Source: an optimization exercise on an open RTL-to-GDS flow (aim: small area and a short achievable clock period). Production flows keep margins and buffers that such runs may drop.
RTL that was checked went through simulation tests only; none was proved equivalent to the original.
Power is estimated from default activity; no workload was simulated.

## old
==> flow/design.v <==
module func_unit(
  input  [3:0]  FS,
  input         SLT,
  input  [4:0]  SH,
  input  [31:0] A,
  input  [31:0] B,
  output [31:0] F
);
  wire [31:0] bx  = ({32{FS[1]}} & B) | ({32{FS[0]}} & ~B);
  wire        cin = FS[0];
  wire [32:0] sum1 = {A, 1'b1} + {bx, cin};
  wire [31:0] sum = sum1[32:1];
  wire nb1 = ~B[31] ^ ~(|B[30:0]);
  wire v   = (A[31] == nb1) & (A[31] != sum[31]);
  wire lt  = sum[31] ^ v;
  reg [3:0] tt;
  always @(*) begin
    case (FS[2:0])
      3'b000:  tt = 4'b1000;  
      3'b001:  tt = 4'b1110;  
      3'b010:  tt = 4'b0110;  
      3'b011:  tt = 4'b0011;  
      default: tt = 4'b1010;  
    endcase
  end
  wire [31:0] lu = ({32{tt[3]}} &  A &  B) | ({32{tt[2]}} &  A & ~B) |
                   ({32{tt[1]}} & ~A &  B) | ({32{tt[0]}} & ~A & ~B);
  wire lsl = FS[1];
  wire [4:0] amt = lsl ? (5'd0 - SH) : SH;
  wire [63:0] bb = {B, B};
  wire [31:0] rot = bb >> amt;
  reg  [31:0] mask;
  integer k;
  always @(*)
    for (k = 0; k < 32; k = k + 1)
      mask[k] = lsl ? (k >= SH) : (k <= 31 - SH);
  wire [31:0] sh = rot & mask;
  wire shift = FS[3] & FS[2] & (FS[1] ^ FS[0]);
  assign F = SLT      ? {31'b0, lt} :
             ~FS[3]   ? sum :
             shift    ? sh  : lu;
endmodule
module instruction_decoder (
  input  [31:0] IR,
  output        RW,     
  output        LD,     
  output        SLT,    
  output        ST,     
  output        MA,     
  output        MB,     
  output        CS,     
  output        BR,     
  output        BZ,
  output        BNZ,
  output        JMP,    
  output        JMR
);
  wire [6:0] op = IR[31:25];
  localparam NOP  = 7'b000_0000,
             MOVA = 7'b100_0000,
             ADD  = 7'b000_0010,
             SUB  = 7'b000_0101,
             AND  = 7'b000_1000,
             OR   = 7'b000_1001,
             XOR  = 7'b000_1010,
             NOT  = 7'b000_1011,
             ADI  = 7'b010_0010,
             SBI  = 7'b010_0101,
             ANI  = 7'b010_1000,
             ORI  = 7'b010_1001,
             XRI  = 7'b010_1010,
             AIU  = 7'b100_0010,
             SIU  = 7'b100_0101,
             MOVB = 7'b000_1100,
             LSR  = 7'b000_1101,
             LSL  = 7'b000_1110,
             LDO  = 7'b001_0000,
             STO  = 7'b010_0000,
             JMRO = 7'b111_0000,
             SLTO = 7'b110_0101,
             BZO  = 7'b110_0000,
             BNZO = 7'b100_1000,
             JMPO = 7'b110_1000,
             JML  = 7'b011_0000;
  assign LD  = op == LDO;
  assign SLT = op == SLTO;
  assign ST  = op == STO;
  assign MA  = op == JML;
  assign BZ  = op == BZO;
  assign BNZ = op == BNZO;
  assign JMP = op == JMPO || op == JML;
  assign JMR = op == JMRO;
  assign BR  = BZ | BNZ | JMP;
  assign CS  = op == ADI || op == SBI || BR;
  assign MB  = CS || op == ANI || op == ORI || op == XRI || op == AIU || op == SIU;
  assign RW  = op == MOVA || op == MOVB || op == ADD || op == SUB || op == AND ||
               op == OR   || op == XOR  || op == LSR || op == LSL || op == NOT ||
               op == ADI  || op == SBI  || op == ANI || op == ORI || op == XRI ||
               op == AIU  || op == SIU  || LD || SLT || MA;
endmodule
module daddr_mux (
  input         sel,
  input  [10:0] din,
  input  [10:0] other,
  output [10:0] q
);
  assign q = sel ? din : other;
endmodule
module reg_next (
  input  l,
  input  h,
  input  d,
  input  q,
  output o
);
  assign o = (l & d) | (h & q);
endmodule
module rd3 (
  input  [2:0] s,
  input  [2:0] d,
  output       n
);
  assign n = ~|(s & d);
endmodule
module rd_nand4 (
  input  [3:0] a,
  output       y
);
  assign y = ~&a;
endmodule
module rd_nand3 (
  input  [2:0] a,
  output       y
);
  assign y = ~&a;
endmodule
module rd_nor3 (
  input  [2:0] a,
  output       y
);
  assign y = ~|a;
endmodule
module pipeline(
  input  clk, rst_n,
  input  [31:0] IR ,   
  input  [31:0] D_IN,   
  output [31:0] D_OUT,  
  output [10:0] I_ADDR,
  output [10:0] D_ADDR, 
  output reg im_oen,
  output reg dm_oen,
  output reg dm_wen,
  output reg halt
);
  reg  [31:0] PC, PC_1;
  reg  [31:0] ins;                  
  reg         iv;                   
  reg         flush_ID;             
  reg  [31:1] asel, bsel;           
  reg         HA, HB;               
  reg         WHB;                  
  reg  [31:0] EX_R;                 
  reg  [31:0] EX_T;                 
  reg  [4:0]  EX_DA;
  reg         EX_RW;                
  reg         EX_LD;                
  reg         EX_TAKE;              
  reg         EX_FL;                
  wire [31:0] RES     = EX_LD ? D_IN : EX_R;    
  wire [31:0] PC_NEXT = EX_TAKE ? EX_T : PC + 32'd1;
  reg  [31:0] rf [1:31];
  wire [31:0] rf_nxt [1:31];
  integer k;
  genvar gi, gb;
  generate
    for (gi = 1; gi < 32; gi = gi + 1) begin : w
      wire we = EX_RW && EX_DA == gi;
      wire l = rst_n & we, h = rst_n & ~we;
      for (gb = 0; gb < 32; gb = gb + 1) begin : b
        reg_next RN(.l(l), .h(h), .d(RES[gb]), .q(rf[gi][gb]),
                    .o(rf_nxt[gi][gb]));
      end
    end
  endgenerate
  always @(posedge clk)
    for (k = 1; k < 32; k = k + 1)
      rf[k] <= rf_nxt[k];
  wire ID_RW, ID_LD, ID_SLT, ID_ST, MA, MB, CS, ID_BR, ID_BZ, ID_BNZ,
       ID_JMP, ID_JMR;
  instruction_decoder INSDE(.IR(ins), .RW(ID_RW), .LD(ID_LD), .SLT(ID_SLT),
                            .ST(ID_ST), .MA(MA), .MB(MB), .CS(CS), .BR(ID_BR),
                            .BZ(ID_BZ), .BNZ(ID_BNZ), .JMP(ID_JMP),
                            .JMR(ID_JMR));
  wire [4:0] ID_DA = ins[24:20];
  wire       id_v  = iv & ~EX_TAKE;
  wire       rw_next = id_v & ID_RW & (|ID_DA);   
  wire [31:0] RAn, RBn;
  wire [31:0] RA = ~RAn, RB = ~RBn;
  generate
    for (gb = 0; gb < 32; gb = gb + 1) begin : rd
      wire [10:0] ga, gbb;
      wire [2:0]  ha, hb;
      for (gi = 0; gi < 10; gi = gi + 1) begin : g
        rd3 RDA(.s(asel[3*gi+3:3*gi+1]),
                .d({rf[3*gi+3][gb], rf[3*gi+2][gb], rf[3*gi+1][gb]}),
                .n(ga[gi]));
        rd3 RDB(.s(bsel[3*gi+3:3*gi+1]),
                .d({rf[3*gi+3][gb], rf[3*gi+2][gb], rf[3*gi+1][gb]}),
                .n(gbb[gi]));
      end
      assign ga[10]  = ~(asel[31] & rf[31][gb]);
      assign gbb[10] = ~(bsel[31] & rf[31][gb]);
      rd_nand4 A0(.a(ga[3:0]),  .y(ha[0]));
      rd_nand4 A1(.a(ga[7:4]),  .y(ha[1]));
      rd_nand3 A2(.a(ga[10:8]), .y(ha[2]));
      rd_nand4 B0(.a(gbb[3:0]),  .y(hb[0]));
      rd_nand4 B1(.a(gbb[7:4]),  .y(hb[1]));
      rd_nand3 B2(.a(gbb[10:8]), .y(hb[2]));
      rd_nor3 AN(.a(ha), .y(RAn[gb]));
      rd_nor3 BN(.a(hb), .y(RBn[gb]));
    end
  endgenerate
  wire [31:0] IM  = {{17{CS & ins[14]}}, ins[14:0]};
  wire [31:0] BRA = PC_1 + IM;
  wire [31:0] BUS_A = MA ? PC_1 : HA ? RES : RA;
  wire [31:0] BUS_B = MB ? IM : HB ? (WHB ? 32'b0 : RES) : RB;
  wire [31:0] F;
  func_unit FUNCUNIT(.FS(ID_ST ? 4'b1100 : ins[28:25]), .SLT(ID_SLT),
                     .SH(ins[4:0]), .A(BUS_A), .B(BUS_B), .F(F));
  wire Z    = ~|BUS_A;
  wire take = ID_JMP | ID_JMR | (ID_BZ & Z) | (ID_BNZ & ~Z);
  daddr_mux DMUX(.sel(dm_wen & HA & EX_LD), .din(D_IN[10:0]),
                 .other(~dm_wen ? EX_T[10:0] : HA ? EX_R[10:0] : RA[10:0]),
                 .q(D_ADDR));
  assign D_OUT  = EX_R;
  assign I_ADDR = PC[10:0];
  wire squash_if = EX_TAKE | flush_ID;
  always @(posedge clk) begin
    ins      <= IR;
    for (k = 1; k < 32; k = k + 1) begin
      asel[k] <= IR[19:15] == k;
      bsel[k] <= IR[14:10] == k;
    end
    EX_R     <= F;
    EX_T     <= ID_BR ? BRA : BUS_A;
    EX_DA    <= ID_DA;
    EX_LD    <= ID_LD;
  end
  always @(posedge clk) begin
    if (!rst_n) begin
      PC       <= 0;
      PC_1     <= 0;
      im_oen   <= 1'b1;
      halt     <= 1'b0;
      iv       <= 1'b0;
      flush_ID <= 1'b0;
      dm_oen   <= 1'b1;
      dm_wen   <= 1'b1;
      EX_RW    <= 1'b0;
      EX_TAKE  <= 1'b0;
      EX_FL    <= 1'b0;
      HA       <= 1'b0;
      HB       <= 1'b0;
      WHB      <= 1'b0;
    end else begin
      PC       <= PC_NEXT;
      PC_1     <= PC;
      im_oen   <= 1'b0;
      halt     <= halt | (~squash_if & (&IR));
      iv       <= ~squash_if;
      flush_ID <= EX_FL;
      dm_oen   <= ~(id_v & ID_LD);
      dm_wen   <= ~(id_v & ID_ST);
      EX_RW    <= rw_next;
      EX_TAKE  <= id_v & take;
      EX_FL    <= id_v & take & ~ID_JMR;
      HA       <= rw_next & (IR[19:15] == ID_DA);
      HB       <= rw_next & (IR[14:10] == ID_DA);
      WHB      <= EX_RW & (IR[14:10] == EX_DA);
    end
  end
endmodule
Settings: LEC_CHECK=0, CAP_MARGIN=20, CORE_MARGIN=2, CORE_UTILIZATION=35, CTS_CLUSTER_DIAMETER=60, CTS_CLUSTER_SIZE=30, GPL_ROUTABILITY_DRIVEN=1, PLACE_DENSITY=0.45, SETUP_SLACK_MARGIN=5, SLEW_MARGIN=20, SYNTH_HIERARCHICAL=1, SYNTH_MINIMUM_KEEP_SIZE=1; clock period 12.0 ns.
standard.sh (not shown) runs the stock make flow with config.mk's settings and CLKGATE_MAP_FILE= SYNTH_SCRIPT=/design/flow/synth_recipe.tcl, a recipe that flattens the netlist after the stock synthesis.
==> flow/flow/run.sh <==
#!/bin/bash
set -euo pipefail
bash standard.sh \
  SETUP_SLACK_MARGIN=6.6 \
  "BUFFER_PORTS_ARGS=-buffer_cell sky130_fd_sc_hd__buf_4" \
  "CTS_ARGS=-sink_clustering_enable -repair_clock_nets -sink_clustering_size 30 -sink_clustering_max_diameter 60 -dont_use_dummy_load" \
  finish > standard_flow.log 2>&1
old: flow completed, timing, DRC and antenna clean
Input changes introduced in new (baseline for comparison: old):
--- a/flow/design.v
+++ b/flow/design.v
@@ -122,24 +122,6 @@
 );
   assign n = ~|(s & d);
 endmodule
-module rd_nand4 (
-  input  [3:0] a,
-  output       y
-);
-  assign y = ~&a;
-endmodule
-module rd_nand3 (
-  input  [2:0] a,
-  output       y
-);
-  assign y = ~&a;
-endmodule
-module rd_nor3 (
-  input  [2:0] a,
-  output       y
-);
-  assign y = ~|a;
-endmodule
 module pipeline(
   input  clk, rst_n,
   input  [31:0] IR ,   
@@ -194,12 +176,10 @@
   wire [4:0] ID_DA = ins[24:20];
   wire       id_v  = iv & ~EX_TAKE;
   wire       rw_next = id_v & ID_RW & (|ID_DA);   
-  wire [31:0] RAn, RBn;
-  wire [31:0] RA = ~RAn, RB = ~RBn;
+  wire [31:0] RA, RB;
   generate
     for (gb = 0; gb < 32; gb = gb + 1) begin : rd
       wire [10:0] ga, gbb;
-      wire [2:0]  ha, hb;
       for (gi = 0; gi < 10; gi = gi + 1) begin : g
         rd3 RDA(.s(asel[3*gi+3:3*gi+1]),
                 .d({rf[3*gi+3][gb], rf[3*gi+2][gb], rf[3*gi+1][gb]}),
@@ -210,14 +190,8 @@
       end
       assign ga[10]  = ~(asel[31] & rf[31][gb]);
       assign gbb[10] = ~(bsel[31] & rf[31][gb]);
-      rd_nand4 A0(.a(ga[3:0]),  .y(ha[0]));
-      rd_nand4 A1(.a(ga[7:4]),  .y(ha[1]));
-      rd_nand3 A2(.a(ga[10:8]), .y(ha[2]));
-      rd_nand4 B0(.a(gbb[3:0]),  .y(hb[0]));
-      rd_nand4 B1(.a(gbb[7:4]),  .y(hb[1]));
-      rd_nand3 B2(.a(gbb[10:8]), .y(hb[2]));
-      rd_nor3 AN(.a(ha), .y(RAn[gb]));
-      rd_nor3 BN(.a(hb), .y(RBn[gb]));
+      assign RA[gb] = ~&ga;
+      assign RB[gb] = ~&gbb;
     end
   endgenerate
   wire [31:0] IM  = {{17{CS & ins[14]}}, ins[14:0]};
Notes after the runs:
- nand4_1 as the standard cell with the maximum stage delay on the critical path was reported by old, and a222oi_1 by new.
- Looking at new and old, the placer congestion estimate is a wash.
- Switching share of power is lower on old
- In the tables for new and old, maximum frequency from static timing analysis reads higher with old.
- Measured against old, the first-pass GRT wire length of new comes out at 1.08 times the reference value.
- Compared with old, new shows a lower sequential share of layout area.
Function not checked in new: the RTL went through the layout flow alone.


run A:
pipeline, a different RTL version from the one above (not shown whole).
Size in the first run: about 5,600 cells after synthesis, ~120 I/O pins, ~56,000 um2 of cells after synthesis.
Design pipeline, start of the top module:
module pipeline(
  input  clk, rst_n,
  input  [31:0] IR ,   
  input  [31:0] D_IN,   
  output [31:0] D_OUT,  
  output [10:0] I_ADDR,
  output [10:0] D_ADDR, 
  output reg im_oen,
  output reg dm_oen,
  output reg dm_wen,
  output reg halt
);
Settings: LEC_CHECK=0, CAP_MARGIN=10, CORE_MARGIN=2, CORE_UTILIZATION=42, CTS_CLUSTER_DIAMETER=90, CTS_CLUSTER_SIZE=25, GPL_ROUTABILITY_DRIVEN=1, PLACE_DENSITY=0.52, SETUP_SLACK_MARGIN=5, SLEW_MARGIN=10, SYNTH_HIERARCHICAL=1, SYNTH_MINIMUM_KEEP_SIZE=1; clock period 12.0 ns.
==> flow/flow/run.sh <==
#!/bin/bash
set -euo pipefail
bash standard.sh \
  SETUP_SLACK_MARGIN=6.5 \
  "BUFFER_PORTS_ARGS=-buffer_cell sky130_fd_sc_hd__buf_2" \
  "CTS_ARGS=-sink_clustering_enable -repair_clock_nets -sink_clustering_size 25 -sink_clustering_max_diameter 90 -dont_use_dummy_load" \
  finish > standard_flow.log 2>&1
Inputs modified between run A and run B:
diff --git a/flow/design.v b/flow/design.v
--- a/flow/design.v
+++ b/flow/design.v
@@ -118,27 +118,33 @@
   input  [5:0] d,
   output       y
 );
   assign y = |(s & d);
 endmodule
 module rd_and2 (
   input  [1:0] a,
   output       y
 );
   assign y = &a;
 endmodule
-module rd_or6 (
-  input  [5:0] a,
+module rd_nor3 (
+  input  [2:0] a,
   output       y
 );
-  assign y = |a;
+  assign y = ~|a;
+endmodule
+module rd_nand2 (
+  input  [1:0] a,
+  output       y
+);
+  assign y = ~&a;
 endmodule
 module pipeline(
   input  clk, rst_n,
   input  [31:0] IR ,   
   input  [31:0] D_IN,   
   output [31:0] D_OUT,  
   output [10:0] I_ADDR,
   output [10:0] D_ADDR, 
   output reg im_oen,
   output reg dm_oen,
   output reg dm_wen,
@@ -198,30 +204,35 @@
   wire [4:0] ID_DA = ins[24:20];
   wire       id_v  = iv & ~EX_TAKE;
   wire       rw_next = id_v & ID_RW & (|ID_DA);   
   wire [31:0] RA, RB;
   generate
     for (gb = 0; gb < 32; gb = gb + 1) begin : rd
       wire [31:1] d;
       for (gi = 1; gi < 32; gi = gi + 1) begin : c
         assign d[gi] = rf[gi][gb];
       end
       wire [5:0] ga, gbb;
+      wire [1:0] ha, hb;
       for (gi = 0; gi < 5; gi = gi + 1) begin : g
         rd6 RDA(.s(asel[6*gi+6:6*gi+1]), .d(d[6*gi+6:6*gi+1]), .y(ga[gi]));
         rd6 RDB(.s(bsel[6*gi+6:6*gi+1]), .d(d[6*gi+6:6*gi+1]), .y(gbb[gi]));
       end
       rd_and2 RDA31(.a({asel[31], d[31]}), .y(ga[5]));
       rd_and2 RDB31(.a({bsel[31], d[31]}), .y(gbb[5]));
-      rd_or6 AN(.a(ga), .y(RA[gb]));
-      rd_or6 BN(.a(gbb), .y(RB[gb]));
+      rd_nor3 A0(.a(ga[2:0]), .y(ha[0]));
+      rd_nor3 A1(.a(ga[5:3]), .y(ha[1]));
+      rd_nor3 B0(.a(gbb[2:0]), .y(hb[0]));
+      rd_nor3 B1(.a(gbb[5:3]), .y(hb[1]));
+      rd_nand2 AN(.a(ha), .y(RA[gb]));
+      rd_nand2 BN(.a(hb), .y(RB[gb]));
     end
   endgenerate
   wire [31:0] IM  = {{17{CS & ins[14]}}, ins[14:0]};
   reg  [31:0] BRA, bg, bp, BG, BP;
   always @(*) begin
     bg = PC_1 & IM;
     bp = PC_1 ^ IM;
     BG = bg;
     BP = bp;
     for (d = 1; d < 32; d = d * 2)
       for (k = 2*d - 1; k < 32; k = k + 2*d) begin
--- outcome ---
The flow did not stop early for run B: all stages ran, and the layout cleared the timing, design-rule and antenna checks. Diff run B..run A | clock latency on the worst-skew pair | negligible. Against run A, area inside the core boundary in run B rose slightly. Looking only at area after synthesis, and setting everything else aside, the lower value of run A and run B goes to run A. Run B vs. run A: final wirelength went down by 2.7%. Going from run A to run B, total power lost about 0.4%; sequential share of cell area picked up an extra 0.28 points; final cell utilization of the core lost 0.99 points. Longest individual stage delay on the worst path was lower in run B than in run A. Run B vs run A, area growth from synthesis to final layout went down by 2.1 points.

## port drivers added, routing unchanged
The flow's constraints put no driver on any port. The routed layouts listed below were extracted and timed again, unchanged, in two steps. Step 1 (the two cells are an assumption about what drives the block):
set clk [get_ports {clk}]
set_driving_cell -lib_cell sky130_fd_sc_hd__clkbuf_16 $clk
set_driving_cell -lib_cell sky130_fd_sc_hd__buf_2 [delete_from_list [all_inputs] $clk]
Step 2 times the ports against the registers' clock, not the clock port: input delays grow and output delays shrink by t, the midpoint of the rising clock arrivals with the driver on. a / b / c = ideal ports / drivers / drivers and shift; a / b = the first two.
run | shift t [ns] | slack for setup (ns) | hold slack, ns | worst data-port slew with drivers (ns) | pins driven straight from the clock port
old | 0.801 | 5.880 / 5.798 / 5.908 | 0.420 / 0.420 / 0.420 | 0.10 | 1
new | 0.825 | 5.141 / 5.055 / 5.819 | 0.431 / 0.431 / 0.431 | 0.08 | 1
run A | 0.792 | 6.378 / 6.293 / 6.198 | 0.390 / 0.390 / 0.390 | 0.18 | 1
run B | 0.785 | 6.462 / 6.379 / 6.206 | 0.406 / 0.406 / 0.406 | 0.13 | 1
After both steps setup and hold are still met in every run listed. The setup slack of run B, which loses most, moves by -0.083 ns with the drivers and by -0.256 ns with both steps.
